This design comes from an exercise in tuning for small area on the open sky130 flow, not from production work.
Only simulation tests tie the RTL to the original design; equivalence was not proved.
Power figures rest on the tool's default switching activity, not on a simulated workload.

===== flow/config.mk =====
export PLATFORM = sky130hd
export DESIGN_NAME = ALU_sync
export DESIGN_NICKNAME = ALU_sync
export VERILOG_FILES = /design/flow/design.v
export SDC_FILE = /design/flow/constraint.sdc
export NUM_CORES = 4
export LEC_CHECK = 0
export ABC_AREA = 1
export CAP_MARGIN = 20
export CORE_MARGIN = 2
export CORE_UTILIZATION = 40
export SETUP_SLACK_MARGIN = -1.2
export SLEW_MARGIN = 20

===== flow/standard.sh =====
#!/bin/bash
# synth_recipe.tcl (not shown) runs the flow's synth.tcl, then flattens the netlist and writes it again
# the make line also repeats each setting of config.mk as NAME=value (left out here)
make -C /OpenROAD-flow-scripts/flow DESIGN_CONFIG=/design/flow/config.mk WORK_HOME=/design/flow/orfs CLKGATE_MAP_FILE= SYNTH_SCRIPT=/design/flow/synth_recipe.tcl "${@:-finish}"

===== flow/flow/run.sh =====
#!/bin/bash
# The standard layout, with the input and output port buffers made from
# the platform's smallest plain buffer instead of the resizer's default pick.
set -euo pipefail
export BUFFER_PORTS_ARGS="-buffer_cell sky130_fd_sc_hd__buf_1"
bash standard.sh "BUFFER_PORTS_ARGS=-buffer_cell sky130_fd_sc_hd__buf_1" finish > standard.log 2>&1

===== flow/constraint.sdc =====
create_clock -name core_clock -period 35.0 [get_ports {clk}]
set_input_delay 7.0000 -clock core_clock [delete_from_list [all_inputs] [get_ports {clk}]]
set_output_delay 7.0000 -clock core_clock [all_outputs]
set_load 0.01 [all_outputs]

===== flow/design.v =====
module ALU_sync (
  input  wire        clk,
  input  wire [15:0] A, B,
  input  wire [3:0]  ALU_FUN,
  output reg  [15:0] ALU_OUT,
  output reg         Carry_flag,
  output reg         Arith_flag,
  output reg         Logic_flag,
  output reg         CMP_flag,
  output reg         Shift_flag
);
  wire op_add = (ALU_FUN == 4'b0000);
  wire op_sub = (ALU_FUN == 4'b0001);
  wire op_mul = (ALU_FUN == 4'b0010);
  wire op_div = (ALU_FUN == 4'b0011);
  wire op_eq  = (ALU_FUN == 4'b1010);
  wire op_gt  = (ALU_FUN == 4'b1011);
  wire op_lt  = (ALU_FUN == 4'b1100);
  wire op_shr = (ALU_FUN == 4'b1101);
  wire op_shl = (ALU_FUN == 4'b1110);
  wire op_cmp = op_eq | op_gt | op_lt;
  wire sub0 = op_sub | op_cmp | op_div;
  wire fresh_en = ~op_mul;
  wire [15:0] bz;
  assign bz[0] = 1'b1;
  assign bz[1] = ~|B[15:15];
  assign bz[2] = ~|B[15:14];
  assign bz[3] = ~|B[15:13];
  assign bz[4] = ~|B[15:12];
  assign bz[5] = ~|B[15:11];
  assign bz[6] = ~|B[15:10];
  assign bz[7] = ~|B[15:9];
  assign bz[8] = ~|B[15:8];
  assign bz[9] = ~|B[15:7];
  assign bz[10] = ~|B[15:6];
  assign bz[11] = ~|B[15:5];
  assign bz[12] = ~|B[15:4];
  assign bz[13] = ~|B[15:3];
  assign bz[14] = ~|B[15:2];
  assign bz[15] = ~|B[15:1];
  wire bnz = |B;
  wire [2:0] ta = A[15:13];
  wire [2:0] tb = B[2:0];
  wire tdiv = bz[13] & (tb != 3'd0);
  wire [2:0] tq = tdiv ? ta / tb : 3'd0;
  wire [2:0] tr = tdiv ? ta % tb : ta;
  wire [2:0] tm = A[2:0] * B[15:13];
  wire [2:0] o13 = op_mul ? tm : (op_div ? tr : ta);
  wire q15 = tq[2];
  wire q14 = tq[1];
  wire q13 = tq[0];
  wire [3:0] x12, y12, s12;
  wire c12, q12;
  assign x12 = {o13, A[12] & fresh_en};
  assign y12 = op_mul ? (A[3:0] & {4{B[12]}}) : ~B[3:0];
  wire [3:0] p12 = x12 ^ y12;
  wire [3:0] g12;
  assign g12[0] = (x12[0] & y12[0]) | (~op_mul & p12[0]);
  assign g12[3:1] = x12[3:1] & y12[3:1];
  wire G12_0 = g12[1] | (p12[1] & g12[0]);
  wire G12_1 = g12[3] | (p12[3] & g12[2]);
  wire P12_1 = p12[3] & p12[2];
  wire G12_2 = g12[2] | (p12[2] & G12_0);
  wire G12_3 = G12_1 | (P12_1 & G12_0);
  assign s12[0] = p12[0] ^ ~op_mul;
  assign s12[1] = p12[1] ^ g12[0];
  assign s12[2] = p12[2] ^ G12_0;
  assign s12[3] = p12[3] ^ G12_2;
  assign c12 = G12_3;
  assign q12 = c12 & bz[12];
  wire sel12 = op_mul | (op_div & q12);
  wire [3:0] o12 = sel12 ? s12 : x12;
  wire [4:0] x11, y11, s11;
  wire c11, q11;
  assign x11 = {o12, A[11] & fresh_en};
  assign y11 = op_mul ? (A[4:0] & {5{B[11]}}) : ~B[4:0];
  wire [4:0] p11 = x11 ^ y11;
  wire [4:0] g11;
  assign g11[0] = (x11[0] & y11[0]) | (~op_mul & p11[0]);
  assign g11[4:1] = x11[4:1] & y11[4:1];
  wire G11_0 = g11[1] | (p11[1] & g11[0]);
  wire G11_1 = g11[3] | (p11[3] & g11[2]);
  wire P11_1 = p11[3] & p11[2];
  wire G11_2 = g11[2] | (p11[2] & G11_0);
  wire G11_3 = G11_1 | (P11_1 & G11_0);
  wire G11_4 = g11[4] | (p11[4] & G11_3);
  assign s11[0] = p11[0] ^ ~op_mul;
  assign s11[1] = p11[1] ^ g11[0];
  assign s11[2] = p11[2] ^ G11_0;
  assign s11[3] = p11[3] ^ G11_2;
  assign s11[4] = p11[4] ^ G11_3;
  assign c11 = G11_4;
  assign q11 = c11 & bz[11];
  wire sel11 = op_mul | (op_div & q11);
  wire [4:0] o11 = sel11 ? s11 : x11;
  wire [5:0] x10, y10, s10;
  wire c10, q10;
  assign x10 = {o11, A[10] & fresh_en};
  assign y10 = op_mul ? (A[5:0] & {6{B[10]}}) : ~B[5:0];
  wire [5:0] p10 = x10 ^ y10;
  wire [5:0] g10;
  assign g10[0] = (x10[0] & y10[0]) | (~op_mul & p10[0]);
  assign g10[5:1] = x10[5:1] & y10[5:1];
  wire G10_0 = g10[1] | (p10[1] & g10[0]);
  wire G10_1 = g10[3] | (p10[3] & g10[2]);
  wire P10_1 = p10[3] & p10[2];
  wire G10_2 = g10[5] | (p10[5] & g10[4]);
  wire P10_2 = p10[5] & p10[4];
  wire G10_3 = g10[2] | (p10[2] & G10_0);
  wire G10_4 = G10_1 | (P10_1 & G10_0);
  wire G10_5 = g10[4] | (p10[4] & G10_4);
  wire G10_6 = G10_2 | (P10_2 & G10_4);
  assign s10[0] = p10[0] ^ ~op_mul;
  assign s10[1] = p10[1] ^ g10[0];
  assign s10[2] = p10[2] ^ G10_0;
  assign s10[3] = p10[3] ^ G10_3;
  assign s10[4] = p10[4] ^ G10_4;
  assign s10[5] = p10[5] ^ G10_5;
  assign c10 = G10_6;
  assign q10 = c10 & bz[10];
  wire sel10 = op_mul | (op_div & q10);
  wire [5:0] o10 = sel10 ? s10 : x10;
  wire [6:0] x9, y9, s9;
  wire c9, q9;
  assign x9 = {o10, A[9] & fresh_en};
  assign y9 = op_mul ? (A[6:0] & {7{B[9]}}) : ~B[6:0];
  wire [6:0] p9 = x9 ^ y9;
  wire [6:0] g9;
  assign g9[0] = (x9[0] & y9[0]) | (~op_mul & p9[0]);
  assign g9[6:1] = x9[6:1] & y9[6:1];
  wire G9_0 = g9[1] | (p9[1] & g9[0]);
  wire G9_1 = g9[3] | (p9[3] & g9[2]);
  wire P9_1 = p9[3] & p9[2];
  wire G9_2 = g9[5] | (p9[5] & g9[4]);
  wire P9_2 = p9[5] & p9[4];
  wire G9_3 = g9[2] | (p9[2] & G9_0);
  wire G9_4 = G9_1 | (P9_1 & G9_0);
  wire G9_5 = g9[6] | (p9[6] & G9_2);
  wire P9_5 = p9[6] & P9_2;
  wire G9_6 = g9[4] | (p9[4] & G9_4);
  wire G9_7 = G9_2 | (P9_2 & G9_4);
  wire G9_8 = G9_5 | (P9_5 & G9_4);
  assign s9[0] = p9[0] ^ ~op_mul;
  assign s9[1] = p9[1] ^ g9[0];
  assign s9[2] = p9[2] ^ G9_0;
  assign s9[3] = p9[3] ^ G9_3;
  assign s9[4] = p9[4] ^ G9_4;
  assign s9[5] = p9[5] ^ G9_6;
  assign s9[6] = p9[6] ^ G9_7;
  assign c9 = G9_8;
  assign q9 = c9 & bz[9];
  wire sel9 = op_mul | (op_div & q9);
  wire [6:0] o9 = sel9 ? s9 : x9;
  wire [7:0] x8, y8, s8;
  wire c8, q8;
  assign x8 = {o9, A[8] & fresh_en};
  assign y8 = op_mul ? (A[7:0] & {8{B[8]}}) : ~B[7:0];
  wire [7:0] p8 = x8 ^ y8;
  wire [7:0] g8;
  assign g8[0] = (x8[0] & y8[0]) | (~op_mul & p8[0]);
  assign g8[7:1] = x8[7:1] & y8[7:1];
  wire G8_0 = g8[1] | (p8[1] & g8[0]);
  wire G8_1 = g8[3] | (p8[3] & g8[2]);
  wire P8_1 = p8[3] & p8[2];
  wire G8_2 = g8[5] | (p8[5] & g8[4]);
  wire P8_2 = p8[5] & p8[4];
  wire G8_3 = g8[7] | (p8[7] & g8[6]);
  wire P8_3 = p8[7] & p8[6];
  wire G8_4 = g8[2] | (p8[2] & G8_0);
  wire G8_5 = G8_1 | (P8_1 & G8_0);
  wire G8_6 = g8[6] | (p8[6] & G8_2);
  wire P8_6 = p8[6] & P8_2;
  wire G8_7 = G8_3 | (P8_3 & G8_2);
  wire P8_7 = P8_3 & P8_2;
  wire G8_8 = g8[4] | (p8[4] & G8_5);
  wire G8_9 = G8_2 | (P8_2 & G8_5);
  wire G8_10 = G8_6 | (P8_6 & G8_5);
  wire G8_11 = G8_7 | (P8_7 & G8_5);
  assign s8[0] = p8[0] ^ ~op_mul;
  assign s8[1] = p8[1] ^ g8[0];
  assign s8[2] = p8[2] ^ G8_0;
  assign s8[3] = p8[3] ^ G8_4;
  assign s8[4] = p8[4] ^ G8_5;
  assign s8[5] = p8[5] ^ G8_8;
  assign s8[6] = p8[6] ^ G8_9;
  assign s8[7] = p8[7] ^ G8_10;
  assign c8 = G8_11;
  assign q8 = c8 & bz[8];
  wire sel8 = op_mul | (op_div & q8);
  wire [7:0] o8 = sel8 ? s8 : x8;
  wire [8:0] x7, y7, s7;
  wire c7, q7;
  assign x7 = {o8, A[7] & fresh_en};
  assign y7 = op_mul ? (A[8:0] & {9{B[7]}}) : ~B[8:0];
  wire [8:0] p7 = x7 ^ y7;
  wire [8:0] g7;
  assign g7[0] = (x7[0] & y7[0]) | (~op_mul & p7[0]);
  assign g7[8:1] = x7[8:1] & y7[8:1];
  wire G7_0 = g7[1] | (p7[1] & g7[0]);
  wire G7_1 = g7[3] | (p7[3] & g7[2]);
  wire P7_1 = p7[3] & p7[2];
  wire G7_2 = g7[5] | (p7[5] & g7[4]);
  wire P7_2 = p7[5] & p7[4];
  wire G7_3 = g7[7] | (p7[7] & g7[6]);
  wire P7_3 = p7[7] & p7[6];
  wire G7_4 = g7[2] | (p7[2] & G7_0);
  wire G7_5 = G7_1 | (P7_1 & G7_0);
  wire G7_6 = g7[6] | (p7[6] & G7_2);
  wire P7_6 = p7[6] & P7_2;
  wire G7_7 = G7_3 | (P7_3 & G7_2);
  wire P7_7 = P7_3 & P7_2;
  wire G7_8 = g7[4] | (p7[4] & G7_5);
  wire G7_9 = G7_2 | (P7_2 & G7_5);
  wire G7_10 = G7_6 | (P7_6 & G7_5);
  wire G7_11 = G7_7 | (P7_7 & G7_5);
  wire G7_12 = g7[8] | (p7[8] & G7_11);
  assign s7[0] = p7[0] ^ ~op_mul;
  assign s7[1] = p7[1] ^ g7[0];
  assign s7[2] = p7[2] ^ G7_0;
  assign s7[3] = p7[3] ^ G7_4;
  assign s7[4] = p7[4] ^ G7_5;
  assign s7[5] = p7[5] ^ G7_8;
  assign s7[6] = p7[6] ^ G7_9;
  assign s7[7] = p7[7] ^ G7_10;
  assign s7[8] = p7[8] ^ G7_11;
  assign c7 = G7_12;
  assign q7 = c7 & bz[7];
  wire sel7 = op_mul | (op_div & q7);
  wire [8:0] o7 = sel7 ? s7 : x7;
  wire [9:0] x6, y6, s6;
  wire c6, q6;
  assign x6 = {o7, A[6] & fresh_en};
  assign y6 = op_mul ? (A[9:0] & {10{B[6]}}) : ~B[9:0];
  wire [9:0] p6 = x6 ^ y6;
  wire [9:0] g6;
  assign g6[0] = (x6[0] & y6[0]) | (~op_mul & p6[0]);
  assign g6[9:1] = x6[9:1] & y6[9:1];
  wire G6_0 = g6[1] | (p6[1] & g6[0]);
  wire G6_1 = g6[3] | (p6[3] & g6[2]);
  wire P6_1 = p6[3] & p6[2];
  wire G6_2 = g6[5] | (p6[5] & g6[4]);
  wire P6_2 = p6[5] & p6[4];
  wire G6_3 = g6[7] | (p6[7] & g6[6]);
  wire P6_3 = p6[7] & p6[6];
  wire G6_4 = g6[9] | (p6[9] & g6[8]);
  wire P6_4 = p6[9] & p6[8];
  wire G6_5 = g6[2] | (p6[2] & G6_0);
  wire G6_6 = G6_1 | (P6_1 & G6_0);
  wire G6_7 = g6[6] | (p6[6] & G6_2);
  wire P6_7 = p6[6] & P6_2;
  wire G6_8 = G6_3 | (P6_3 & G6_2);
  wire P6_8 = P6_3 & P6_2;
  wire G6_9 = g6[4] | (p6[4] & G6_6);
  wire G6_10 = G6_2 | (P6_2 & G6_6);
  wire G6_11 = G6_7 | (P6_7 & G6_6);
  wire G6_12 = G6_8 | (P6_8 & G6_6);
  wire G6_13 = g6[8] | (p6[8] & G6_12);
  wire G6_14 = G6_4 | (P6_4 & G6_12);
  assign s6[0] = p6[0] ^ ~op_mul;
  assign s6[1] = p6[1] ^ g6[0];
  assign s6[2] = p6[2] ^ G6_0;
  assign s6[3] = p6[3] ^ G6_5;
  assign s6[4] = p6[4] ^ G6_6;
  assign s6[5] = p6[5] ^ G6_9;
  assign s6[6] = p6[6] ^ G6_10;
  assign s6[7] = p6[7] ^ G6_11;
  assign s6[8] = p6[8] ^ G6_12;
  assign s6[9] = p6[9] ^ G6_13;
  assign c6 = G6_14;
  assign q6 = c6 & bz[6];
  wire sel6 = op_mul | (op_div & q6);
  wire [9:0] o6 = sel6 ? s6 : x6;
  wire [10:0] x5, y5, s5;
  wire c5, q5;
  assign x5 = {o6, A[5] & fresh_en};
  assign y5 = op_mul ? (A[10:0] & {11{B[5]}}) : ~B[10:0];
  wire [10:0] p5 = x5 ^ y5;
  wire [10:0] g5;
  assign g5[0] = (x5[0] & y5[0]) | (~op_mul & p5[0]);
  assign g5[10:1] = x5[10:1] & y5[10:1];
  wire G5_0 = g5[1] | (p5[1] & g5[0]);
  wire G5_1 = g5[3] | (p5[3] & g5[2]);
  wire P5_1 = p5[3] & p5[2];
  wire G5_2 = g5[5] | (p5[5] & g5[4]);
  wire P5_2 = p5[5] & p5[4];
  wire G5_3 = g5[7] | (p5[7] & g5[6]);
  wire P5_3 = p5[7] & p5[6];
  wire G5_4 = g5[9] | (p5[9] & g5[8]);
  wire P5_4 = p5[9] & p5[8];
  wire G5_5 = g5[2] | (p5[2] & G5_0);
  wire G5_6 = G5_1 | (P5_1 & G5_0);
  wire G5_7 = g5[6] | (p5[6] & G5_2);
  wire P5_7 = p5[6] & P5_2;
  wire G5_8 = G5_3 | (P5_3 & G5_2);
  wire P5_8 = P5_3 & P5_2;
  wire G5_9 = g5[10] | (p5[10] & G5_4);
  wire P5_9 = p5[10] & P5_4;
  wire G5_10 = g5[4] | (p5[4] & G5_6);
  wire G5_11 = G5_2 | (P5_2 & G5_6);
  wire G5_12 = G5_7 | (P5_7 & G5_6);
  wire G5_13 = G5_8 | (P5_8 & G5_6);
  wire G5_14 = g5[8] | (p5[8] & G5_13);
  wire G5_15 = G5_4 | (P5_4 & G5_13);
  wire G5_16 = G5_9 | (P5_9 & G5_13);
  assign s5[0] = p5[0] ^ ~op_mul;
  assign s5[1] = p5[1] ^ g5[0];
  assign s5[2] = p5[2] ^ G5_0;
  assign s5[3] = p5[3] ^ G5_5;
  assign s5[4] = p5[4] ^ G5_6;
  assign s5[5] = p5[5] ^ G5_10;
  assign s5[6] = p5[6] ^ G5_11;
  assign s5[7] = p5[7] ^ G5_12;
  assign s5[8] = p5[8] ^ G5_13;
  assign s5[9] = p5[9] ^ G5_14;
  assign s5[10] = p5[10] ^ G5_15;
  assign c5 = G5_16;
  assign q5 = c5 & bz[5];
  wire sel5 = op_mul | (op_div & q5);
  wire [10:0] o5 = sel5 ? s5 : x5;
  wire [11:0] x4, y4, s4;
  wire c4, q4;
  assign x4 = {o5, A[4] & fresh_en};
  assign y4 = op_mul ? (A[11:0] & {12{B[4]}}) : ~B[11:0];
  wire [11:0] p4 = x4 ^ y4;
  wire [11:0] g4;
  assign g4[0] = (x4[0] & y4[0]) | (~op_mul & p4[0]);
  assign g4[11:1] = x4[11:1] & y4[11:1];
  wire G4_0 = g4[1] | (p4[1] & g4[0]);
  wire G4_1 = g4[3] | (p4[3] & g4[2]);
  wire P4_1 = p4[3] & p4[2];
  wire G4_2 = g4[5] | (p4[5] & g4[4]);
  wire P4_2 = p4[5] & p4[4];
  wire G4_3 = g4[7] | (p4[7] & g4[6]);
  wire P4_3 = p4[7] & p4[6];
  wire G4_4 = g4[9] | (p4[9] & g4[8]);
  wire P4_4 = p4[9] & p4[8];
  wire G4_5 = g4[11] | (p4[11] & g4[10]);
  wire P4_5 = p4[11] & p4[10];
  wire G4_6 = g4[2] | (p4[2] & G4_0);
  wire G4_7 = G4_1 | (P4_1 & G4_0);
  wire G4_8 = g4[6] | (p4[6] & G4_2);
  wire P4_8 = p4[6] & P4_2;
  wire G4_9 = G4_3 | (P4_3 & G4_2);
  wire P4_9 = P4_3 & P4_2;
  wire G4_10 = g4[10] | (p4[10] & G4_4);
  wire P4_10 = p4[10] & P4_4;
  wire G4_11 = G4_5 | (P4_5 & G4_4);
  wire P4_11 = P4_5 & P4_4;
  wire G4_12 = g4[4] | (p4[4] & G4_7);
  wire G4_13 = G4_2 | (P4_2 & G4_7);
  wire G4_14 = G4_8 | (P4_8 & G4_7);
  wire G4_15 = G4_9 | (P4_9 & G4_7);
  wire G4_16 = g4[8] | (p4[8] & G4_15);
  wire G4_17 = G4_4 | (P4_4 & G4_15);
  wire G4_18 = G4_10 | (P4_10 & G4_15);
  wire G4_19 = G4_11 | (P4_11 & G4_15);
  assign s4[0] = p4[0] ^ ~op_mul;
  assign s4[1] = p4[1] ^ g4[0];
  assign s4[2] = p4[2] ^ G4_0;
  assign s4[3] = p4[3] ^ G4_6;
  assign s4[4] = p4[4] ^ G4_7;
  assign s4[5] = p4[5] ^ G4_12;
  assign s4[6] = p4[6] ^ G4_13;
  assign s4[7] = p4[7] ^ G4_14;
  assign s4[8] = p4[8] ^ G4_15;
  assign s4[9] = p4[9] ^ G4_16;
  assign s4[10] = p4[10] ^ G4_17;
  assign s4[11] = p4[11] ^ G4_18;
  assign c4 = G4_19;
  assign q4 = c4 & bz[4];
  wire sel4 = op_mul | (op_div & q4);
  wire [11:0] o4 = sel4 ? s4 : x4;
  wire [12:0] x3, y3, s3;
  wire c3, q3;
  assign x3 = {o4, A[3] & fresh_en};
  assign y3 = op_mul ? (A[12:0] & {13{B[3]}}) : ~B[12:0];
  wire [12:0] p3 = x3 ^ y3;
  wire [12:0] g3;
  assign g3[0] = (x3[0] & y3[0]) | (~op_mul & p3[0]);
  assign g3[12:1] = x3[12:1] & y3[12:1];
  wire G3_0 = g3[1] | (p3[1] & g3[0]);
  wire G3_1 = g3[3] | (p3[3] & g3[2]);
  wire P3_1 = p3[3] & p3[2];
  wire G3_2 = g3[5] | (p3[5] & g3[4]);
  wire P3_2 = p3[5] & p3[4];
  wire G3_3 = g3[7] | (p3[7] & g3[6]);
  wire P3_3 = p3[7] & p3[6];
  wire G3_4 = g3[9] | (p3[9] & g3[8]);
  wire P3_4 = p3[9] & p3[8];
  wire G3_5 = g3[11] | (p3[11] & g3[10]);
  wire P3_5 = p3[11] & p3[10];
  wire G3_6 = g3[2] | (p3[2] & G3_0);
  wire G3_7 = G3_1 | (P3_1 & G3_0);
  wire G3_8 = g3[6] | (p3[6] & G3_2);
  wire P3_8 = p3[6] & P3_2;
  wire G3_9 = G3_3 | (P3_3 & G3_2);
  wire P3_9 = P3_3 & P3_2;
  wire G3_10 = g3[10] | (p3[10] & G3_4);
  wire P3_10 = p3[10] & P3_4;
  wire G3_11 = G3_5 | (P3_5 & G3_4);
  wire P3_11 = P3_5 & P3_4;
  wire G3_12 = g3[4] | (p3[4] & G3_7);
  wire G3_13 = G3_2 | (P3_2 & G3_7);
  wire G3_14 = G3_8 | (P3_8 & G3_7);
  wire G3_15 = G3_9 | (P3_9 & G3_7);
  wire G3_16 = g3[12] | (p3[12] & G3_11);
  wire P3_16 = p3[12] & P3_11;
  wire G3_17 = g3[8] | (p3[8] & G3_15);
  wire G3_18 = G3_4 | (P3_4 & G3_15);
  wire G3_19 = G3_10 | (P3_10 & G3_15);
  wire G3_20 = G3_11 | (P3_11 & G3_15);
  wire G3_21 = G3_16 | (P3_16 & G3_15);
  assign s3[0] = p3[0] ^ ~op_mul;
  assign s3[1] = p3[1] ^ g3[0];
  assign s3[2] = p3[2] ^ G3_0;
  assign s3[3] = p3[3] ^ G3_6;
  assign s3[4] = p3[4] ^ G3_7;
  assign s3[5] = p3[5] ^ G3_12;
  assign s3[6] = p3[6] ^ G3_13;
  assign s3[7] = p3[7] ^ G3_14;
  assign s3[8] = p3[8] ^ G3_15;
  assign s3[9] = p3[9] ^ G3_17;
  assign s3[10] = p3[10] ^ G3_18;
  assign s3[11] = p3[11] ^ G3_19;
  assign s3[12] = p3[12] ^ G3_20;
  assign c3 = G3_21;
  assign q3 = c3 & bz[3];
  wire sel3 = op_mul | (op_div & q3);
  wire [12:0] o3 = sel3 ? s3 : x3;
  wire [13:0] x2, y2, s2;
  wire c2, q2;
  assign x2 = {o3, A[2] & fresh_en};
  assign y2 = op_mul ? (A[13:0] & {14{B[2]}}) : ~B[13:0];
  wire [13:0] p2 = x2 ^ y2;
  wire [13:0] g2;
  assign g2[0] = (x2[0] & y2[0]) | (~op_mul & p2[0]);
  assign g2[13:1] = x2[13:1] & y2[13:1];
  wire G2_0 = g2[1] | (p2[1] & g2[0]);
  wire G2_1 = g2[3] | (p2[3] & g2[2]);
  wire P2_1 = p2[3] & p2[2];
  wire G2_2 = g2[5] | (p2[5] & g2[4]);
  wire P2_2 = p2[5] & p2[4];
  wire G2_3 = g2[7] | (p2[7] & g2[6]);
  wire P2_3 = p2[7] & p2[6];
  wire G2_4 = g2[9] | (p2[9] & g2[8]);
  wire P2_4 = p2[9] & p2[8];
  wire G2_5 = g2[11] | (p2[11] & g2[10]);
  wire P2_5 = p2[11] & p2[10];
  wire G2_6 = g2[13] | (p2[13] & g2[12]);
  wire P2_6 = p2[13] & p2[12];
  wire G2_7 = g2[2] | (p2[2] & G2_0);
  wire G2_8 = G2_1 | (P2_1 & G2_0);
  wire G2_9 = g2[6] | (p2[6] & G2_2);
  wire P2_9 = p2[6] & P2_2;
  wire G2_10 = G2_3 | (P2_3 & G2_2);
  wire P2_10 = P2_3 & P2_2;
  wire G2_11 = g2[10] | (p2[10] & G2_4);
  wire P2_11 = p2[10] & P2_4;
  wire G2_12 = G2_5 | (P2_5 & G2_4);
  wire P2_12 = P2_5 & P2_4;
  wire G2_13 = g2[4] | (p2[4] & G2_8);
  wire G2_14 = G2_2 | (P2_2 & G2_8);
  wire G2_15 = G2_9 | (P2_9 & G2_8);
  wire G2_16 = G2_10 | (P2_10 & G2_8);
  wire G2_17 = g2[12] | (p2[12] & G2_12);
  wire P2_17 = p2[12] & P2_12;
  wire G2_18 = G2_6 | (P2_6 & G2_12);
  wire P2_18 = P2_6 & P2_12;
  wire G2_19 = g2[8] | (p2[8] & G2_16);
  wire G2_20 = G2_4 | (P2_4 & G2_16);
  wire G2_21 = G2_11 | (P2_11 & G2_16);
  wire G2_22 = G2_12 | (P2_12 & G2_16);
  wire G2_23 = G2_17 | (P2_17 & G2_16);
  wire G2_24 = G2_18 | (P2_18 & G2_16);
  assign s2[0] = p2[0] ^ ~op_mul;
  assign s2[1] = p2[1] ^ g2[0];
  assign s2[2] = p2[2] ^ G2_0;
  assign s2[3] = p2[3] ^ G2_7;
  assign s2[4] = p2[4] ^ G2_8;
  assign s2[5] = p2[5] ^ G2_13;
  assign s2[6] = p2[6] ^ G2_14;
  assign s2[7] = p2[7] ^ G2_15;
  assign s2[8] = p2[8] ^ G2_16;
  assign s2[9] = p2[9] ^ G2_19;
  assign s2[10] = p2[10] ^ G2_20;
  assign s2[11] = p2[11] ^ G2_21;
  assign s2[12] = p2[12] ^ G2_22;
  assign s2[13] = p2[13] ^ G2_23;
  assign c2 = G2_24;
  assign q2 = c2 & bz[2];
  wire sel2 = op_mul | (op_div & q2);
  wire [13:0] o2 = sel2 ? s2 : x2;
  wire [14:0] x1, y1, s1;
  wire c1, q1;
  assign x1 = {o2, A[1] & fresh_en};
  assign y1 = op_mul ? (A[14:0] & {15{B[1]}}) : ~B[14:0];
  wire [14:0] p1 = x1 ^ y1;
  wire [14:0] g1;
  assign g1[0] = (x1[0] & y1[0]) | (~op_mul & p1[0]);
  assign g1[14:1] = x1[14:1] & y1[14:1];
  wire G1_0 = g1[1] | (p1[1] & g1[0]);
  wire G1_1 = g1[3] | (p1[3] & g1[2]);
  wire P1_1 = p1[3] & p1[2];
  wire G1_2 = g1[5] | (p1[5] & g1[4]);
  wire P1_2 = p1[5] & p1[4];
  wire G1_3 = g1[7] | (p1[7] & g1[6]);
  wire P1_3 = p1[7] & p1[6];
  wire G1_4 = g1[9] | (p1[9] & g1[8]);
  wire P1_4 = p1[9] & p1[8];
  wire G1_5 = g1[11] | (p1[11] & g1[10]);
  wire P1_5 = p1[11] & p1[10];
  wire G1_6 = g1[13] | (p1[13] & g1[12]);
  wire P1_6 = p1[13] & p1[12];
  wire G1_7 = g1[2] | (p1[2] & G1_0);
  wire G1_8 = G1_1 | (P1_1 & G1_0);
  wire G1_9 = g1[6] | (p1[6] & G1_2);
  wire P1_9 = p1[6] & P1_2;
  wire G1_10 = G1_3 | (P1_3 & G1_2);
  wire P1_10 = P1_3 & P1_2;
  wire G1_11 = g1[10] | (p1[10] & G1_4);
  wire P1_11 = p1[10] & P1_4;
  wire G1_12 = G1_5 | (P1_5 & G1_4);
  wire P1_12 = P1_5 & P1_4;
  wire G1_13 = g1[14] | (p1[14] & G1_6);
  wire P1_13 = p1[14] & P1_6;
  wire G1_14 = g1[4] | (p1[4] & G1_8);
  wire G1_15 = G1_2 | (P1_2 & G1_8);
  wire G1_16 = G1_9 | (P1_9 & G1_8);
  wire G1_17 = G1_10 | (P1_10 & G1_8);
  wire G1_18 = g1[12] | (p1[12] & G1_12);
  wire P1_18 = p1[12] & P1_12;
  wire G1_19 = G1_6 | (P1_6 & G1_12);
  wire P1_19 = P1_6 & P1_12;
  wire G1_20 = G1_13 | (P1_13 & G1_12);
  wire P1_20 = P1_13 & P1_12;
  wire G1_21 = g1[8] | (p1[8] & G1_17);
  wire G1_22 = G1_4 | (P1_4 & G1_17);
  wire G1_23 = G1_11 | (P1_11 & G1_17);
  wire G1_24 = G1_12 | (P1_12 & G1_17);
  wire G1_25 = G1_18 | (P1_18 & G1_17);
  wire G1_26 = G1_19 | (P1_19 & G1_17);
  wire G1_27 = G1_20 | (P1_20 & G1_17);
  assign s1[0] = p1[0] ^ ~op_mul;
  assign s1[1] = p1[1] ^ g1[0];
  assign s1[2] = p1[2] ^ G1_0;
  assign s1[3] = p1[3] ^ G1_7;
  assign s1[4] = p1[4] ^ G1_8;
  assign s1[5] = p1[5] ^ G1_14;
  assign s1[6] = p1[6] ^ G1_15;
  assign s1[7] = p1[7] ^ G1_16;
  assign s1[8] = p1[8] ^ G1_17;
  assign s1[9] = p1[9] ^ G1_21;
  assign s1[10] = p1[10] ^ G1_22;
  assign s1[11] = p1[11] ^ G1_23;
  assign s1[12] = p1[12] ^ G1_24;
  assign s1[13] = p1[13] ^ G1_25;
  assign s1[14] = p1[14] ^ G1_26;
  assign c1 = G1_27;
  assign q1 = c1 & bz[1];
  wire sel1 = op_mul | (op_div & q1);
  wire [14:0] o1 = sel1 ? s1 : x1;
  wire [15:0] x0, y0, s0;
  wire c0, q0;
  assign x0 = {o1, A[0] & fresh_en};
  assign y0 = op_mul ? (A & {16{B[0]}}) : (B ^ {16{sub0}});
  wire [15:0] p0 = x0 ^ y0;
  wire [15:0] g0;
  assign g0[0] = (x0[0] & y0[0]) | (sub0 & p0[0]);
  assign g0[15:1] = x0[15:1] & y0[15:1];
  wire G0_0 = g0[1] | (p0[1] & g0[0]);
  wire G0_1 = g0[3] | (p0[3] & g0[2]);
  wire P0_1 = p0[3] & p0[2];
  wire G0_2 = g0[5] | (p0[5] & g0[4]);
  wire P0_2 = p0[5] & p0[4];
  wire G0_3 = g0[7] | (p0[7] & g0[6]);
  wire P0_3 = p0[7] & p0[6];
  wire G0_4 = g0[9] | (p0[9] & g0[8]);
  wire P0_4 = p0[9] & p0[8];
  wire G0_5 = g0[11] | (p0[11] & g0[10]);
  wire P0_5 = p0[11] & p0[10];
  wire G0_6 = g0[13] | (p0[13] & g0[12]);
  wire P0_6 = p0[13] & p0[12];
  wire G0_7 = g0[15] | (p0[15] & g0[14]);
  wire P0_7 = p0[15] & p0[14];
  wire G0_8 = g0[2] | (p0[2] & G0_0);
  wire G0_9 = G0_1 | (P0_1 & G0_0);
  wire G0_10 = g0[6] | (p0[6] & G0_2);
  wire P0_10 = p0[6] & P0_2;
  wire G0_11 = G0_3 | (P0_3 & G0_2);
  wire P0_11 = P0_3 & P0_2;
  wire G0_12 = g0[10] | (p0[10] & G0_4);
  wire P0_12 = p0[10] & P0_4;
  wire G0_13 = G0_5 | (P0_5 & G0_4);
  wire P0_13 = P0_5 & P0_4;
  wire G0_14 = g0[14] | (p0[14] & G0_6);
  wire P0_14 = p0[14] & P0_6;
  wire G0_15 = G0_7 | (P0_7 & G0_6);
  wire P0_15 = P0_7 & P0_6;
  wire G0_16 = g0[4] | (p0[4] & G0_9);
  wire G0_17 = G0_2 | (P0_2 & G0_9);
  wire G0_18 = G0_10 | (P0_10 & G0_9);
  wire G0_19 = G0_11 | (P0_11 & G0_9);
  wire G0_20 = g0[12] | (p0[12] & G0_13);
  wire P0_20 = p0[12] & P0_13;
  wire G0_21 = G0_6 | (P0_6 & G0_13);
  wire P0_21 = P0_6 & P0_13;
  wire G0_22 = G0_14 | (P0_14 & G0_13);
  wire P0_22 = P0_14 & P0_13;
  wire G0_23 = G0_15 | (P0_15 & G0_13);
  wire P0_23 = P0_15 & P0_13;
  wire G0_24 = g0[8] | (p0[8] & G0_19);
  wire G0_25 = G0_4 | (P0_4 & G0_19);
  wire G0_26 = G0_12 | (P0_12 & G0_19);
  wire G0_27 = G0_13 | (P0_13 & G0_19);
  wire G0_28 = G0_20 | (P0_20 & G0_19);
  wire G0_29 = G0_21 | (P0_21 & G0_19);
  wire G0_30 = G0_22 | (P0_22 & G0_19);
  wire G0_31 = G0_23 | (P0_23 & G0_19);
  assign s0[0] = p0[0] ^ sub0;
  assign s0[1] = p0[1] ^ g0[0];
  assign s0[2] = p0[2] ^ G0_0;
  assign s0[3] = p0[3] ^ G0_8;
  assign s0[4] = p0[4] ^ G0_9;
  assign s0[5] = p0[5] ^ G0_16;
  assign s0[6] = p0[6] ^ G0_17;
  assign s0[7] = p0[7] ^ G0_18;
  assign s0[8] = p0[8] ^ G0_19;
  assign s0[9] = p0[9] ^ G0_24;
  assign s0[10] = p0[10] ^ G0_25;
  assign s0[11] = p0[11] ^ G0_26;
  assign s0[12] = p0[12] ^ G0_27;
  assign s0[13] = p0[13] ^ G0_28;
  assign s0[14] = p0[14] ^ G0_29;
  assign s0[15] = p0[15] ^ G0_30;
  assign c0 = G0_31;
  assign q0 = c0 & bz[0];
  wire [15:0] quo = {q15, q14, q13, q12, q11, q10, q9, q8, q7, q6, q5, q4, q3, q2, q1, q0};
  wire c0_out = c0;
  wire eq = ~|s0;
  wire lt = ~c0;
  wire gt = c0 & ~eq;
  reg [15:0] logic_out;
  always @(*) begin
    case (ALU_FUN)
      4'b0100: logic_out = A & B;
      4'b0101: logic_out = A | B;
      4'b0110: logic_out = ~(A & B);
      4'b0111: logic_out = ~(A | B);
      4'b1000: logic_out = A ^ B;
      4'b1001: logic_out = ~(A ^ B);
      default: logic_out = 16'b0;
    endcase
  end
  wire arith0 = op_add | op_sub | op_mul;
  wire [15:0] res = ({16{arith0}} & s0)
                  | ({16{op_div & bnz}} & quo)
                  | logic_out
                  | {14'b0, (op_gt & gt) | (op_lt & lt), (op_eq & eq) | (op_lt & lt)}
                  | ({16{op_shr}} & {1'b0, A[15:1]})
                  | ({16{op_shl}} & {A[14:0], 1'b0});
  always @(posedge clk) begin
    ALU_OUT    <= res;
    Carry_flag <= (op_add & c0) | (op_sub & ~c0);
    Arith_flag <= (ALU_FUN[3:2] == 2'b00);
    Logic_flag <= (ALU_FUN >= 4'b0100) & (ALU_FUN <= 4'b1001);
    CMP_flag   <= op_cmp;
    Shift_flag <= op_shr | op_shl;
  end
endmodule

==> run summary, run 1 <==
outcome timing/DRC/antenna clean; Worst setup SP type input port; Slew Limit Fails 0; DRC viols 0; worst hold-check path type input port to register; arrival time at the worst endpoint 33.57 ns; routed wire length per instance 20.27 um; post-route clock period utilization 95.53%; Yosys warnings 1; drt first-iter violations between 1000 and 1500; non-filler cells in the finished layout about 2000; Nets 1869; num ports 58; clk slew on worst S/H paths around 0.080 ns; Worst Path Buf+Inv 18; initial antenna violation count 0; peak supply drop 0.01874 mV; multi-input logic area ~8800 sq um; post-synthesis sequential area ratio 4.037%; CP Capture Type register; Inserted Clock Buffers 3; FF/Latch Area 420.4 sq um; largest net degree at the start of global routing 64; Worst EP required 35.13 ns; first-pass GRT wire length 61150 um; LEAKAGE 5.459 nW; share of layout cells above drive strength 1 7.575%; # Max-Cap Violations 0; CTS Hold Bufs 0; Post-synth EDFFs 0; row cnt 59; clk root buf clkbuf_16; die area ~27000 sq um; Tmin final 33.43 ns; DR vias 11460; Pre-Repair DR Iteration Count 8; final wirelength 39970 um; Mapped Cells roughly 1600; post-layout util 42.68%; die extent in y between 150 and 200 um; pre-CTS WS 0.1813 ns; share of the synthesized area in the top cell type 17.30%; CP delay by family, top simple AND/OR/NAND/NOR gates; Critical Path Most Common Cell nand2_1; CP max stage delay between 0.4 and 0.5 ns; fillers roughly 2800; critical path class input port to register; DIE WIDTH around 170 um; H-tree depth 1; Area contributors post-synth ha_1 17%, nand2_1 12%, fa_1 9.6%; Max Root-Sink Buffers 2; Post-Syn Nets 1848; final hold vios 0; TritonCTS clock tree built; Initial Utilization 40.31%; post-route worst setup slack between 1.5 and 2 ns; post-synth cell types 51; GPL Wtd Cong roughly 0.96; critical path peak fanout 21; Setup-failing EPs final 0; pwr dens 30.75 nW/um^2; count of input and output buffers 57; clock sink total 21; worst hold slack 7.041 ns; commonest non-fill, non-tap cell in the layout nand2_1; core box area 25840 sq um; relative slew slack 40.60%; CP max-delay cell fa_1; total track usage 29.18%; ys async rst share 0%; GRT overflow 0; biggest area consumer among synthesized cells ha_1; Mean Syn Cell Area 6.441 sq um; actual slew at the worst max-slew pin 0.8829 ns; Netlist Area Pre-Place between 10000 and 15000 sq um; setup TNS 0 ns; placed cells just under 2000; DR vias/cell 5.812; Syn-to-layout area delta 5.874%; number of global-route vias before repair 10720; Synth Register Bits 21; HPWL after detailed placement just over 30000 um; ant diodes 0; ys flop type dfxtp_1; commonest cells after routing, fill and taps aside 336 x nand2_1, 217 x inv_1, 144 x ha_1, 117 x o21ai_0, 99 x nor2_1; Max Fclk 29.91 MHz; Final ANT Viol Nets 0
state kept, by name (all words and copies together) (netlist names):
register    count
ALU_OUT        16
Arith_flag      1
CMP_flag        1
Carry_flag      1
Logic_flag      1
Shift_flag      1
synthesized netlist by cell type, drive strengths merged, types with 21 or more instances:
library cell / instances
nand2: 390
inv: 232
ha: 144
o21ai: 133
nor2: 104
nand3: 96
a21oi: 82
o31ai: 69
fa: 50
clkbuf: 46
xor2: 41
a31oi: 33
xnor2: 24
a211oi: 21
dfxtp: 21
per-layer routing:
metal  global-route usage (%)  routed length (um)  up-vias
met2                    45.34               17100      598
met5                        0                   0        -
met1                    40.09               17230     5240
li1                         -                   -     5504
met3                    5.569                3936      119
met4                    10.82                1697        0
kinds of logic (layout without fill, tap and decap cells):
family | Yosys count | count (layout) | synth area share [%]
AND/OR/NAND/NOR | 637 | 637 | 28.58
multiplexers | 3 | 3 | 0.2883
XOR/XNOR | 65 | 65 | 5.466
flip-flops | 21 | 21 | 4.036
AO/OA/AOI/OAI | 392 | 392 | 22.81
buffers and inverters | 305 | 325 | 11.91
adder cells (fa/ha/maj) | 194 | 194 | 26.91
stage by stage:
step	total power, W	cell area [sq um]
2_1_floorplan	0.0002329	10420
3_3_place_gp	0.0003019	10870
3_5_place_dp	0.0003023	10870
4_1_cts	0.0003324	10950
5_1_grt	0.0003750	11030
6_report	0.0003391	11030
timing repair:
action                                  4_1_cts  5_1_grt
setup buffers                                 0        5
resized for setup                             0       27
endpoints found under the setup margin        0       13
worst paths after layout:
| check | from | endpoint | cells after the start |
|---|---|---|---|
| worst min-delay path | ALU_FUN[1] | Logic_flag | 2 |
| worst max-delay path | B[0] | ALU_OUT[0] | 168 |
final cells by class:
type / instances / area share [%]
Clock buffer: 3 / 0.6808
Clock inverter: 1 / 0.06808
Multi-Input combinational cell: 1291 / 79.66
Inverter: 240 / 8.408
Sequential cell: 21 / 3.813
Tap cell: 335 / 3.801
Timing Repair Buffer: 81 / 3.574
where the power goes:
part / internal (W) / switching (W) / leakage, nW / total, W
clock: 0.0000156 / 0.0000131 / 0.0371 / 0.0000288
sequential: 0.0000286 / 0.00000159 / 0.176 / 0.0000302
combinational: 0.000101 / 0.000179 / 5.25 / 0.000280
total: 0.000145 / 0.000194 / 5.46 / 0.000339
==> run 2: changes to the inputs <==
--- a/flow/config.mk
+++ b/flow/config.mk
@@ -10,4 +10,4 @@
 export CORE_MARGIN = 2
 export CORE_UTILIZATION = 40
-export SETUP_SLACK_MARGIN = -1.2
+export SETUP_SLACK_MARGIN = -0.8
 export SLEW_MARGIN = 20
==> run summary, run 2 <==
post-route worst setup slack 1.953 ns (was 1.566 ns); fillers 2811 (was 2813); grt met3 use 5.569% (unchanged); Worst EP required 35.13 ns (about the same); routed wire length per instance 20.22 um (was 20.27 um); Worst Path Buf+Inv 19 (was 18); Mapped Cells 1617 (unchanged); TritonCTS clock tree built (unchanged); Setup-failing EPs final 0 (unchanged); placed cells 1963 (unchanged); multi-input logic area 8796 sq um (was 8783 sq um); Nets 1870 (was 1869); Area contributors post-synth ha_1 17%, nand2_1 12%, fa_1 9.6% (unchanged); core box area 25840 sq um (unchanged); Inserted Clock Buffers 3 (unchanged); Worst setup SP type input port (unchanged); largest register by flop count ALU_OUT (unchanged); relative slew slack 40.66% (was 40.60%); initial antenna violation count 0 (unchanged); post-synthesis sequential area ratio 4.037% (unchanged); CP delay by family, top simple AND/OR/NAND/NOR gates (unchanged); critical path class input port to register (unchanged); DRC viols 0 (unchanged); Largest register FFs 16 (unchanged); biggest area consumer among synthesized cells ha_1 (unchanged); GRT overflow 0 (unchanged); share of layout cells above drive strength 1 7.692% (was 7.575%); Initial Utilization 40.31% (unchanged); LEAKAGE 5.470 nW (was 5.459 nW); final wirelength 39890 um (was 39970 um); busiest grt layer met2 (unchanged); met2 Usage GRT 45.34% (unchanged); Final ANT Viol Nets 0 (unchanged); setup TNS 0 ns (unchanged); actual slew at the worst max-slew pin 0.8820 ns (was 0.8829 ns); CP Capture Type register (unchanged); drt first-iter violations 1270 (was 1205); Max Fclk 30.26 MHz (was 29.91 MHz); ys flop type dfxtp_1 (unchanged); Post-synth EDFFs 0 (unchanged); die area 27340 sq um (unchanged); # Max-Cap Violations 0 (unchanged); post-route clock period utilization 94.42% (was 95.53%); num ports 58 (unchanged); Pre-Repair DR Iteration Count 8 (unchanged); Post-Syn Nets 1848 (unchanged); most common cell in the synthesized netlist nand2_1 (unchanged); count of input and output buffers 57 (unchanged); Netlist Area Pre-Place 10410 sq um (unchanged); met1 usage 40.09% (unchanged); row cnt 59 (unchanged); post-synth cell types 51 (unchanged); HPWL after detailed placement 30860 um (unchanged); commonest non-fill, non-tap cell in the layout nand2_1 (unchanged); largest net degree at the start of global routing 64 (unchanged); CP max stage delay 0.46 ns (about the same); Placed Area 10870 sq um (unchanged); ys async rst share 0% (unchanged); pre-CTS WS 0.1813 ns (unchanged); Syn-to-layout area delta 6.103% (was 5.874%); pwr dens 30.75 nW/um^2 (about the same); DIE WIDTH 165.4 um (unchanged); peak supply drop 0.01871 mV (was 0.01874 mV); outcome timing/DRC/antenna clean (unchanged); clk slew on worst S/H paths 0.08 ns (about the same); worst hold-check path type input port to register (unchanged); Synth Register Bits 21 (unchanged); DR vias/cell 5.796 (was 5.812); ant diodes 0 (unchanged); clock sink total 21 (unchanged); FF/Latch Area 420.4 sq um (unchanged); Yosys warnings 1 (unchanged); die extent in y 165.4 um (unchanged); first-pass GRT wire length 61150 um (unchanged); share of the synthesized area in the top cell type 17.30% (unchanged); clk root buf clkbuf_16 (unchanged); Max Root-Sink Buffers 2 (unchanged); total track usage 29.18% (unchanged); non-filler cells in the finished layout 1973 (was 1972); Commonest cells post-synth 336 x nand2_1, 224 x inv_1, 144 x ha_1 (unchanged); Critical Path Most Common Cell nand2_1 (unchanged); commonest cells after routing, fill and taps aside 336 x nand2_1, 217 x inv_1, 144 x ha_1, 113 x o21ai_0, 99 x nor2_1 (was 336 x nand2_1, 217 x inv_1, 144 x ha_1, 117 x o21ai_0, 99 x nor2_1); critical path peak fanout 21 (unchanged); Tmin final 33.05 ns (was 33.43 ns); DR vias 11440 (was 11460); number of global-route vias before repair 10720 (unchanged); CP max-delay cell fa_1 (unchanged); Slew Limit Fails 0 (unchanged); arrival time at the worst endpoint 33.18 ns (was 33.57 ns); final instance area 11050 sq um (was 11030 sq um); GPL Wtd Cong 0.9593 (unchanged); H-tree depth 1 (unchanged); final hold vios 0 (unchanged); Mean Syn Cell Area 6.441 sq um (unchanged); CTS Hold Bufs 0 (unchanged)
==> run 2: cell types whose count changed in the layout (fill, tap and decap cells not counted), sizes merged <==
cell,change
buf,+1
==> run 2: cell type report <==
cell class	instances	share of cell area, %
inverter	240	8.390
multi-input combinational	1291	79.60
sequential	21	3.804
clock buffer	3	0.6793
tap	335	3.793
clock inverter	1	0.06793
timing repair buffer	82	3.668
==> run 2: final timing paths <==
path / from / to / slack (ns) / cells past startpoint
max: B[0] / ALU_OUT[0] / 1.95 / 170
min: ALU_FUN[1] / Logic_flag / 7.05 / 2
==> run 2: cells by family after synthesis <==
logic type	Yosys count	share of synthesized area (%)
AO/OA/AOI/OAI	392	22.81
XOR/XNOR	65	5.466
adder cells (fa/ha/maj)	194	26.91
buffers and inverters	305	11.91
flip-flops	21	4.036
multiplexers	3	0.2883
AND/OR/NAND/NOR	637	28.58
==> run 2: through the flow <==
stage          hold WS [ns]  total power, W  util (%)
6_report              7.045       0.0003398     42.77
5_1_grt               7.074       0.0003755     42.77
4_1_cts               7.052       0.0003324     42.37
3_5_place_dp          7.334       0.0003023     42.05
3_3_place_gp          7.329       0.0003019     42.05
2_1_floorplan         7.112       0.0002329         -
==> run 2: routing by layer <==
metal / share of wire, % / vias to the layer above / wire length, um
li1: - / 5510 / -
met1: 43 / 5254 / 17290
met2: 43 / 543 / 17050
met3: 9.6 / 128 / 3832
met4: 4.3 / 0 / 1707
met5: 0 / - / 0
==> run 2: repair_timing <==
action | in CTS | in global routing
endpoints found under the setup margin | 0 | 17
setup buffers | 0 | 6
resized for setup | 0 | 34
==> run 2: report_power, final <==
part           switching [W]  leakage, nW  total [W]  internal [W]
clock network      0.0000135       0.0371  0.0000292     0.0000157
logic               0.000179         5.26   0.000280      0.000101
registers         0.00000163        0.176  0.0000302     0.0000286
==> run 3: changes to the inputs <==
==> flow/flow/run.sh (replaced) <==
#!/bin/bash
# The standard layout with two changes:
# - ABC's area script maps for area only (flow/abc_area.script);
# - the port buffers are the platform's smallest plain buffer.
# ORFS reads its scripts from a copy in this folder that differs from the
# installed one only in abc_area.script.
set -euo pipefail
here=$(pwd)
rm -rf "$here/orfs_scripts"
cp -r "$FLOW_HOME/scripts" "$here/orfs_scripts"
cp "$here/flow/abc_area.script" "$here/orfs_scripts/abc_area.script"
export BUFFER_PORTS_ARGS="-buffer_cell sky130_fd_sc_hd__buf_1"
bash standard.sh "SCRIPTS_DIR=$here/orfs_scripts" \
  "BUFFER_PORTS_ARGS=-buffer_cell sky130_fd_sc_hd__buf_1" finish > standard.log 2>&1
==> flow/flow/abc_area.script (new file) <==
strash
dch
map -a
topo
stime -c
buffer -c
upsize -c
dnsize -c
==> run summary, run 3 <==
outcome timing/DRC/antenna clean (unchanged); H-tree depth 1 (unchanged); ys async rst share 0% (unchanged); DR vias 10780 (was 11440); num ports 58 (unchanged); grt met3 use 4.622% (was 5.569%); most common cell in the synthesized netlist nor2_1 (was nand2_1); Yosys warnings 1 (unchanged); Post-synth EDFFs 0 (unchanged); Worst setup SP type input port (unchanged); Placed Area 10620 sq um (was 10870 sq um); Largest register FFs 16 (unchanged); first-pass GRT wire length 58640 um (was 61150 um); Critical Path Most Common Cell inv_1 (was nand2_1); LEAKAGE 4.942 nW (was 5.470 nW); CTS Hold Bufs 0 (unchanged); CP Capture Type register (unchanged); Worst Path Buf+Inv 20 (was 19); Max Root-Sink Buffers 2 (unchanged); HPWL after detailed placement 29170 um (was 30860 um); Pwr Total 0.0003420 W (was 0.0003398 W); Post-Syn Nets 1677 (was 1848); worst hold-check path type input port to register (unchanged); Inserted Clock Buffers 3 (unchanged); clk root buf clkbuf_16 (unchanged); relative slew slack 46.25% (was 40.66%); Synth Register Bits 21 (unchanged); clk slew on worst S/H paths 0.07 ns (was 0.08 ns); Worst EP required 35.13 ns (about the same); ys flop type dfxtp_1 (unchanged); die area 26650 sq um (was 27340 sq um); pwr dens 31.55 nW/um^2 (was 30.75 nW/um^2); Tmin final 33.56 ns (was 33.05 ns); number of global-route vias before repair 10240 (was 10720); Max Fclk 29.80 MHz (was 30.26 MHz); TritonCTS clock tree built (unchanged); initial antenna violation count 1 (was 0); Nets 1709 (was 1870); Mapped Cells 1446 (was 1617); Netlist Area Pre-Place 10140 sq um (was 10410 sq um); ant diodes 0 (unchanged); post-synthesis sequential area ratio 4.144% (was 4.037%); post-route clock period utilization 95.89% (was 94.42%); row cnt 58 (was 59); clock sink total 21 (unchanged); GPL Wtd Cong 0.9830 (was 0.9593); share of the synthesized area in the top cell type 17.76% (was 17.30%); drt first-iter violations 996 (was 1270); count of input and output buffers 57 (unchanged); busiest grt layer met2 (unchanged); largest register by flop count ALU_OUT (unchanged); Commonest cells post-synth 177 x nor2_1, 168 x inv_1, 151 x nand2_1 (was 336 x nand2_1, 224 x inv_1, 144 x ha_1); Pre-Repair DR Iteration Count 8 (unchanged); biggest area consumer among synthesized cells ha_1 (unchanged); Setup-failing EPs final 0 (unchanged); commonest cells after routing, fill and taps aside 176 x nor2_1, 167 x inv_1, 151 x nand2_1, 144 x ha_1, 126 x a21oi_1 (was 336 x nand2_1, 217 x inv_1, 144 x ha_1, 113 x o21ai_0, 99 x nor2_1); Slew Limit Fails 0 (unchanged); Syn-to-layout area delta 6.857% (was 6.103%); Initial Utilization 40.52% (was 40.31%); Area contributors post-synth ha_1 18%, fa_1 9.9%, nor2_1 6.5% (was ha_1 17%, nand2_1 12%, fa_1 9.6%); DRC viols 0 (unchanged); peak supply drop 0.01882 mV (was 0.01871 mV); actual slew at the worst max-slew pin 0.8063 ns (was 0.8820 ns); met2 Usage GRT 46.61% (was 45.34%); commonest non-fill, non-tap cell in the layout nor2_1 (was nand2_1); final instance area 10840 sq um (was 11050 sq um); share of layout cells above drive strength 1 13.20% (was 7.692%); core box area 25040 sq um (was 25840 sq um); met1 usage 37.41% (was 40.09%); final hold vios 0 (unchanged); die extent in y 163.3 um (was 165.4 um); # Max-Cap Violations 0 (unchanged); final wirelength 38460 um (was 39890 um); DIE WIDTH 163.3 um (was 165.4 um); worst hold slack 7.051 ns (was 7.045 ns); GRT overflow 0 (unchanged); CP max-delay cell o21ai_0 (was fa_1); Final ANT Viol Nets 0 (unchanged); largest net degree at the start of global routing 64 (unchanged); routed wire length per instance 21.29 um (was 20.22 um); post-synth cell types 73 (was 51); CP delay by family, top compound AO/OA/AOI/OAI gates (was simple AND/OR/NAND/NOR gates); arrival time at the worst endpoint 33.69 ns (was 33.18 ns); DR vias/cell 5.965 (was 5.796); critical path peak fanout 25 (was 21); total track usage 28.51% (was 29.18%); Mean Syn Cell Area 7.016 sq um (was 6.441 sq um); critical path class input port to register (unchanged); CP max stage delay 0.48 ns (was 0.46 ns)
## run 3: cell count changes after synthesis, sizes merged, moves of 19 or more
cell / change
nand3: -67
a21oi: +56
xor2: +19
nor2: +87
o21ai: -46
nand2: -197
inv: -39
## run 3: per-stage QoR
stage	std cells	worst slack [ns]	setup TNS, ns	utilization (%)
after detailed placement	1801	-0.4025	-0.8616	42.40
after global placement	1801	0.6093	0	42.40
after floorplan	1446	3.402	0	-
after CTS	1805	-0.1962	-0.3151	42.73
after global routing	1807	-0.8362	-3.690	43.30
final	1807	1.438	0	43.30
## run 3: logic make-up after synthesis
logic type / after synthesis / share of synthesized area (%)
DFF: 21 / 4.144
buffers and inverters: 262 / 11.61
and+or+nand+nor: 450 / 20.70
adders and majority gates: 194 / 27.63
xor gates and xnor gates: 79 / 6.968
AOI/OAI and AO/OA: 435 / 28.24
muxes: 5 / 0.7153
## run 3: per-layer routing
layer | wire, um | share of wire [%]
met5 | 11 | 0.029
met1 | 15780 | 41
met4 | 1731 | 4.5
met2 | 17530 | 46
met3 | 3415 | 8.9
## run 3: timing repair
item                       CTS  global route
gates resized for setup      0            39
setup buffers                0             2
setup endpoints to repair    0            17
## run 3: area by class of cell
class	instances	area, sq um
tap	330	412.9
inverter	202	812.0
clock inverter	1	7.507
fill	2604	14200
sequential	21	420.4
timing repair buffer	87	452.9
multi-input combinational	1163	8660
clock buffer	3	75.07
## run 3: power breakdown
part / internal [W] / total [W] / switching, W / leakage (nW)
Combinational: 0.000106 / 0.000285 / 0.000179 / 4.73
Sequential: 0.0000288 / 0.0000303 / 0.00000146 / 0.176
Clock: 0.0000155 / 0.0000265 / 0.0000109 / 0.0371
## run 3: path summary, 6_finish.rpt
kind,slack (ns),startpoint,depth (start not counted),end
worst max-delay path,1.44,A[15],164,ALU_OUT[0]
worst min-delay path,7.05,ALU_FUN[1],2,Logic_flag
==> run 4: changes to the inputs <==
--- a/flow/config.mk
+++ b/flow/config.mk
@@ -10,4 +10,5 @@
 export CORE_MARGIN = 2
 export CORE_UTILIZATION = 40
+export GPL_ROUTABILITY_DRIVEN = 0
 export SETUP_SLACK_MARGIN = -0.8
 export SLEW_MARGIN = 20
==> run summary, run 4 <==
core box area 25040 sq um (unchanged); Flop pwr share 8.9% (was 8.8%); CP Capture Type register (unchanged); Nets 1709 (unchanged); ys async rst share 0% (unchanged); Synth Register Bits 21 (unchanged); clock share of power 7.5% (was 7.7%); initial antenna violation count 0 (was 1); largest net degree at the start of global routing 55 (was 64); Comb pwr share 83.6% (was 83.4%); DR vias/cell 5.956 (was 5.965); CP max-delay cell fa_1 (was o21ai_0); Yosys warnings 1 (unchanged); commonest non-fill, non-tap cell in the layout nor2_1 (unchanged); critical path peak fanout 25 (unchanged); peak supply drop 0.02432 mV (was 0.01882 mV); clk slew on worst S/H paths 0.07 ns (about the same); Netlist Area Pre-Place 10140 sq um (unchanged); post-route clock period utilization 96.02% (was 95.89%); outcome timing/DRC/antenna clean (unchanged); Worst setup SP type input port (unchanged); actual slew at the worst max-slew pin 0.9357 ns (was 0.8063 ns); Pre-Repair DR Iteration Count 6 (was 8); Slew Limit Fails 0 (unchanged); Max Fclk 29.76 MHz (was 29.80 MHz); Worst EP required 35.10 ns (was 35.13 ns); Int Power 0.0001502 W (was 0.0001505 W); share of layout cells above drive strength 1 13.27% (was 13.20%); clk root buf clkbuf_16 (unchanged); hold path cells 2 (unchanged); number of global-route vias before repair 10210 (was 10240); largest register by flop count ALU_OUT (unchanged); routed wire length per instance 20.95 um (was 21.29 um); # Max-Cap Violations 0 (unchanged); Max Root-Sink Buffers 2 (unchanged); final hold vios 0 (unchanged); Net Sw Power 0.0001892 W (was 0.0001915 W); Syn-to-layout area delta 6.808% (was 6.857%); Final ANT Viol Nets 0 (unchanged); Mapped Cells 1446 (unchanged); relative slew slack 37.62% (was 46.25%); Pwr Total 0.0003394 W (was 0.0003420 W); HPWL after detailed placement 28860 um (was 29170 um); GRT overflow 0 (unchanged); CP max stage delay 0.50 ns (was 0.48 ns); share of the synthesized area in the top cell type 17.76% (unchanged); DIE WIDTH 163.3 um (unchanged); pwr dens 31.32 nW/um^2 (was 31.55 nW/um^2); Commonest cells post-synth 177 x nor2_1, 168 x inv_1, 151 x nand2_1 (unchanged); die extent in y 163.3 um (unchanged); Post-synth EDFFs 0 (unchanged); final wirelength 37870 um (was 38460 um); fillers 2624 (was 2604); worst hold-check path type input port to register (unchanged); pre-CTS WS -0.1165 ns (was -0.4025 ns); first-pass GRT wire length 57730 um (was 58640 um); Setup-failing EPs final 0 (unchanged); Tmin final 33.61 ns (was 33.56 ns); post-synth cell types 73 (unchanged); post-route worst setup slack 1.392 ns (was 1.438 ns); Sw Share 55.74% (was 55.99%); Post-Syn Nets 1677 (unchanged); Largest register FFs 16 (unchanged); ant diodes 0 (unchanged); count of input and output buffers 57 (unchanged); num ports 58 (unchanged); row cnt 58 (unchanged); total track usage 27.93% (was 28.51%); ys flop type dfxtp_1 (unchanged); LEAKAGE 4.940 nW (was 4.942 nW); biggest area consumer among synthesized cells ha_1 (unchanged); commonest cells after routing, fill and taps aside 176 x nor2_1, 167 x inv_1, 151 x nand2_1, 144 x ha_1, 127 x a21oi_1 (was 176 x nor2_1, 167 x inv_1, 151 x nand2_1, 144 x ha_1, 126 x a21oi_1); clock sink total 21 (unchanged); Initial Utilization 40.52% (unchanged); FF/Latch Area 420.4 sq um (unchanged); critical path class input port to register (unchanged); Area contributors post-synth ha_1 18%, fa_1 9.9%, nor2_1 6.5% (unchanged); Mean Syn Cell Area 7.016 sq um (unchanged); H-tree depth 1 (unchanged); post-synthesis sequential area ratio 4.144% (unchanged); DR vias 10760 (was 10780); Inserted Clock Buffers 3 (unchanged); multi-input logic area 8670 sq um (was 8660 sq um); worst hold slack 7.060 ns (was 7.051 ns); DRC viols 0 (unchanged); drt first-iter violations 1126 (was 996); arrival time at the worst endpoint 33.71 ns (was 33.69 ns); die area 26650 sq um (unchanged); Critical Path Most Common Cell inv_1 (unchanged); CTS Hold Bufs 0 (unchanged); most common cell in the synthesized netlist nor2_1 (unchanged); TritonCTS clock tree built (unchanged)
-- run 4: critical path, delay by kind of cell --
family | cells | cell delay [ns]
AOI/OAI and AO/OA | 53 | 9.00
xor gates and xnor gates | 1 | 0.14
adders and majority gates | 20 | 7.62
buffers and inverters | 21 | 1.90
muxes | 1 | 0.33
and+or+nand+nor | 63 | 7.63
-- run 4: worst paths after layout --
check	startpoint	end
min	ALU_FUN[1]	Logic_flag
max	A[15]	ALU_OUT[1]
-- run 4: what timing repair did --
item	4_1_cts	5_1_grt
setup endpoints to repair	0	17
buffers inserted	0	2
resized for setup	0	36
-- run 4: layout make-up --
| class | count | share of cell area (%) |
|---|---|---|
| multi-input combinational | 1163 | 80.01 |
| timing repair buffer | 87 | 4.065 |
| tap | 330 | 3.811 |
| clock buffer | 3 | 0.6928 |
| inverter | 202 | 7.494 |
| sequential | 21 | 3.880 |
| clock inverter | 1 | 0.04619 |
-- run 4: power by group through the flow --
stage	Sequential, W	Clock, W	Combinational, W
2_1_floorplan	0.0000331	0	0.000205
3_3_place_gp	0.0000305	0	0.000274
3_5_place_dp	0.0000305	0	0.000275
4_1_cts	0.0000301	0.0000260	0.000277
5_1_grt	0.0000305	0.0000269	0.000316
6_report	0.0000301	0.0000254	0.000284
-- run 4: cells by family (layout without fill, tap and decap cells) --
kind of cell	count (synthesis)	after routing	share of synthesized area (%)
and+or+nand+nor	450	450	20.70
AOI/OAI and AO/OA	435	435	28.24
buffers and inverters	262	293	11.61
adders and majority gates	194	194	27.63
xor gates and xnor gates	79	79	6.968
DFF	21	21	4.144
muxes	5	5	0.7153
-- run 4: metal layers --
metal	routed length [um]	track usage (%)	share of wire, %
met3	3194	3.555	8.4
met4	1883	11.63	5.0
met2	17000	45.42	45
met5	0	0	0
met1	15780	37.26	42
-- run 4: through the flow --
stage,utilization (%),instances,instance area [sq um],TNS (ns)
after detailed placement,42.40,1801,10620,-0.1999
after CTS,42.72,1805,10700,0
after floorplan,-,1446,10140,0
after global placement,42.40,1801,10620,0
final,43.28,1807,10840,0
after global routing,43.28,1807,10840,-4.409
==> run 5: changes to the inputs <==
--- a/flow/config.mk
+++ b/flow/config.mk
@@ -9,6 +9,5 @@
 export CAP_MARGIN = 20
 export CORE_MARGIN = 2
-export CORE_UTILIZATION = 40
-export GPL_ROUTABILITY_DRIVEN = 0
+export CORE_UTILIZATION = 45
 export SETUP_SLACK_MARGIN = -0.8
 export SLEW_MARGIN = 20
==> run summary, run 5 <==
outcome timing/DRC/antenna clean (unchanged); Slew Limit Fails 0 (unchanged); clk slew on worst S/H paths 0.06 ns (was 0.07 ns); Max Fclk 29.79 MHz (was 29.76 MHz); LEAKAGE 4.995 nW (was 4.940 nW); H-tree depth 1 (unchanged); share of the synthesized area in the top cell type 17.76% (unchanged); final hold vios 0 (unchanged); final wirelength 38620 um (was 37870 um); Largest register FFs 16 (unchanged); Sw Share 55.61% (was 55.74%); Tmin final 33.56 ns (was 33.61 ns); die area 23760 sq um (was 26650 sq um); Yosys warnings 1 (unchanged); DR vias 10800 (was 10760); clk root buf clkbuf_16 (unchanged); num ports 58 (unchanged); worst hold slack 7.065 ns (was 7.060 ns); non-filler cells in the finished layout 1770 (was 1807); first-pass GRT wire length 59020 um (was 57730 um); number of global-route vias before repair 10410 (was 10210); CP max stage delay 0.51 ns (was 0.50 ns); CP max-delay cell fa_1 (unchanged); pwr dens 31.55 nW/um^2 (was 31.32 nW/um^2); HPWL after detailed placement 29140 um (was 28860 um); total track usage 31.85% (was 27.93%); TritonCTS clock tree built (unchanged); Syn-to-layout area delta 7.227% (was 6.808%); post-synthesis sequential area ratio 4.144% (unchanged); Setup-failing EPs final 0 (unchanged); initial antenna violation count 0 (unchanged); commonest cells after routing, fill and taps aside 173 x nor2_1, 167 x inv_1, 151 x nand2_1, 144 x ha_1, 124 x a21oi_1 (was 176 x nor2_1, 167 x inv_1, 151 x nand2_1, 144 x ha_1, 127 x a21oi_1); GRT overflow 0 (unchanged); Worst EP required 35.11 ns (was 35.10 ns); row cnt 54 (was 58); Critical Path Most Common Cell inv_1 (unchanged); DR vias/cell 6.099 (was 5.956); Placed Area 10600 sq um (was 10620 sq um); drt first-iter violations 1073 (was 1126); Post-synth EDFFs 0 (unchanged); Worst setup SP type input port (unchanged); Synth Register Bits 21 (unchanged); Pwr Total 0.0003432 W (was 0.0003394 W); Nets 1722 (was 1709); Comb pwr share 84.0% (was 83.6%); Inserted Clock Buffers 3 (unchanged); biggest area consumer among synthesized cells ha_1 (unchanged); clock sink total 21 (unchanged); post-synth cell types 73 (unchanged); Post-Syn Nets 1677 (unchanged); Worst Min Path Start ALU_FUN[1] (unchanged); critical path class input port to register (unchanged); worst hold-check path type input port to register (unchanged); ys flop type dfxtp_1 (unchanged); commonest non-fill, non-tap cell in the layout nor2_1 (unchanged); Final ANT Viol Nets 0 (unchanged); post-route clock period utilization 95.89% (was 96.02%); Netlist Area Pre-Place 10140 sq um (unchanged); Mean Syn Cell Area 7.016 sq um (unchanged); placed cells 1756 (was 1801); largest register by flop count ALU_OUT (unchanged); DIE WIDTH 154.1 um (was 163.3 um); CP Capture Type register (unchanged); actual slew at the worst max-slew pin 1.029 ns (was 0.9357 ns); routed wire length per instance 21.82 um (was 20.95 um); share of layout cells above drive strength 1 14.09% (was 13.27%); relative slew slack 31.30% (was 37.62%); setup TNS 0 ns (unchanged); # Max-Cap Violations 0 (unchanged); most common cell in the synthesized netlist nor2_1 (unchanged); Initial Utilization 46.20% (was 40.52%)
## run 5: cell types whose count changed in the layout (fill, tap and decap cells not counted), moves of 2 or more
cell	before	now
o21ai_1	9	11
nor2_1	176	173
nor2_2	7	10
a21oi_1	127	124
nand2_4	9	7
buf_4	30	43
a21oi_2	9	12
## run 5: worst paths after layout
check	to	slack [ns]	cells after the start
max	ALU_OUT[1]	1.44	165
min	Logic_flag	7.07	2
## run 5: what timing repair did
action | in CTS | in global routing
hold buffers | 0 | 0
buffers inserted | 0 | 11
gates resized for setup | 0 | 37
setup endpoints to repair | 0 | 17
## run 5: cell type report
type / instances / area (sq um)
Multi-Input combinational cell: 1163 / 8680
Fill cell: 2263 / 11080
Timing Repair Buffer: 100 / 536.8
Inverter: 202 / 812.0
Clock buffer: 4 / 78.83
Sequential cell: 21 / 420.4
Tap cell: 280 / 350.3
## run 5: through the flow
| step | setup WS [ns] | utilization, % |
|---|---|---|
| after floorplan | 3.402 | - |
| after global placement | 0.7730 | 48.26 |
| after detailed placement | -0.001410 | 48.26 |
| after CTS | 0.2124 | 48.62 |
| after global routing | -0.8451 | 49.54 |
| final | 1.437 | 49.54 |
## run 5: worst max-delay path, delay by kind of cell
| kind | cells | cell delay [ns] |
|---|---|---|
| muxes | 1 | 0.33 |
| xor gates and xnor gates | 1 | 0.14 |
| buffers and inverters | 24 | 2.32 |
| adders and majority gates | 20 | 7.27 |
| and+or+nand+nor | 67 | 7.85 |
| AOI/OAI and AO/OA | 52 | 8.60 |
## run 5: cells by family (layout without fill, tap and decap cells)
logic type                 after synthesis  count (layout)  share of synthesized area [%]
adders and majority gates              194             194                          27.63
AOI/OAI and AO/OA                      435             435                          28.24
muxes                                    5               5                         0.7153
buffers and inverters                  262             306                          11.61
xor gates and xnor gates                79              79                          6.968
and+or+nand+nor                        450             450                          20.70
DFF                                     21              21                          4.144
## run 5: per-layer routing
layer,wire [um],vias to the layer above,global-route usage [%]
li1,-,5083,-
met1,15430,4976,41.19
met2,17240,578,51.89
met3,3455,158,4.312
met4,2499,0,16.38
met5,0,-,0
## run 5: power by group through the flow
| stage | clock network (W) | logic (W) | registers, W |
|---|---|---|---|
| 3_5_place_dp | 0 | 0.000278 | 0.0000305 |
| 4_1_cts | 0.0000251 | 0.000280 | 0.0000301 |
| 2_1_floorplan | 0 | 0.000205 | 0.0000331 |
| 5_1_grt | 0.0000265 | 0.000320 | 0.0000307 |
| 3_3_place_gp | 0 | 0.000276 | 0.0000305 |
| 6_report | 0.0000247 | 0.000288 | 0.0000301 |

Setup slack of run 5, layout unchanged: 1.437 ns with ideal ports, 1.448 ns with driving cells assumed (clock clkbuf_16, inputs buf_2), 1.161 ns with port delays also shifted by the 0.286 ns mid clock arrival.
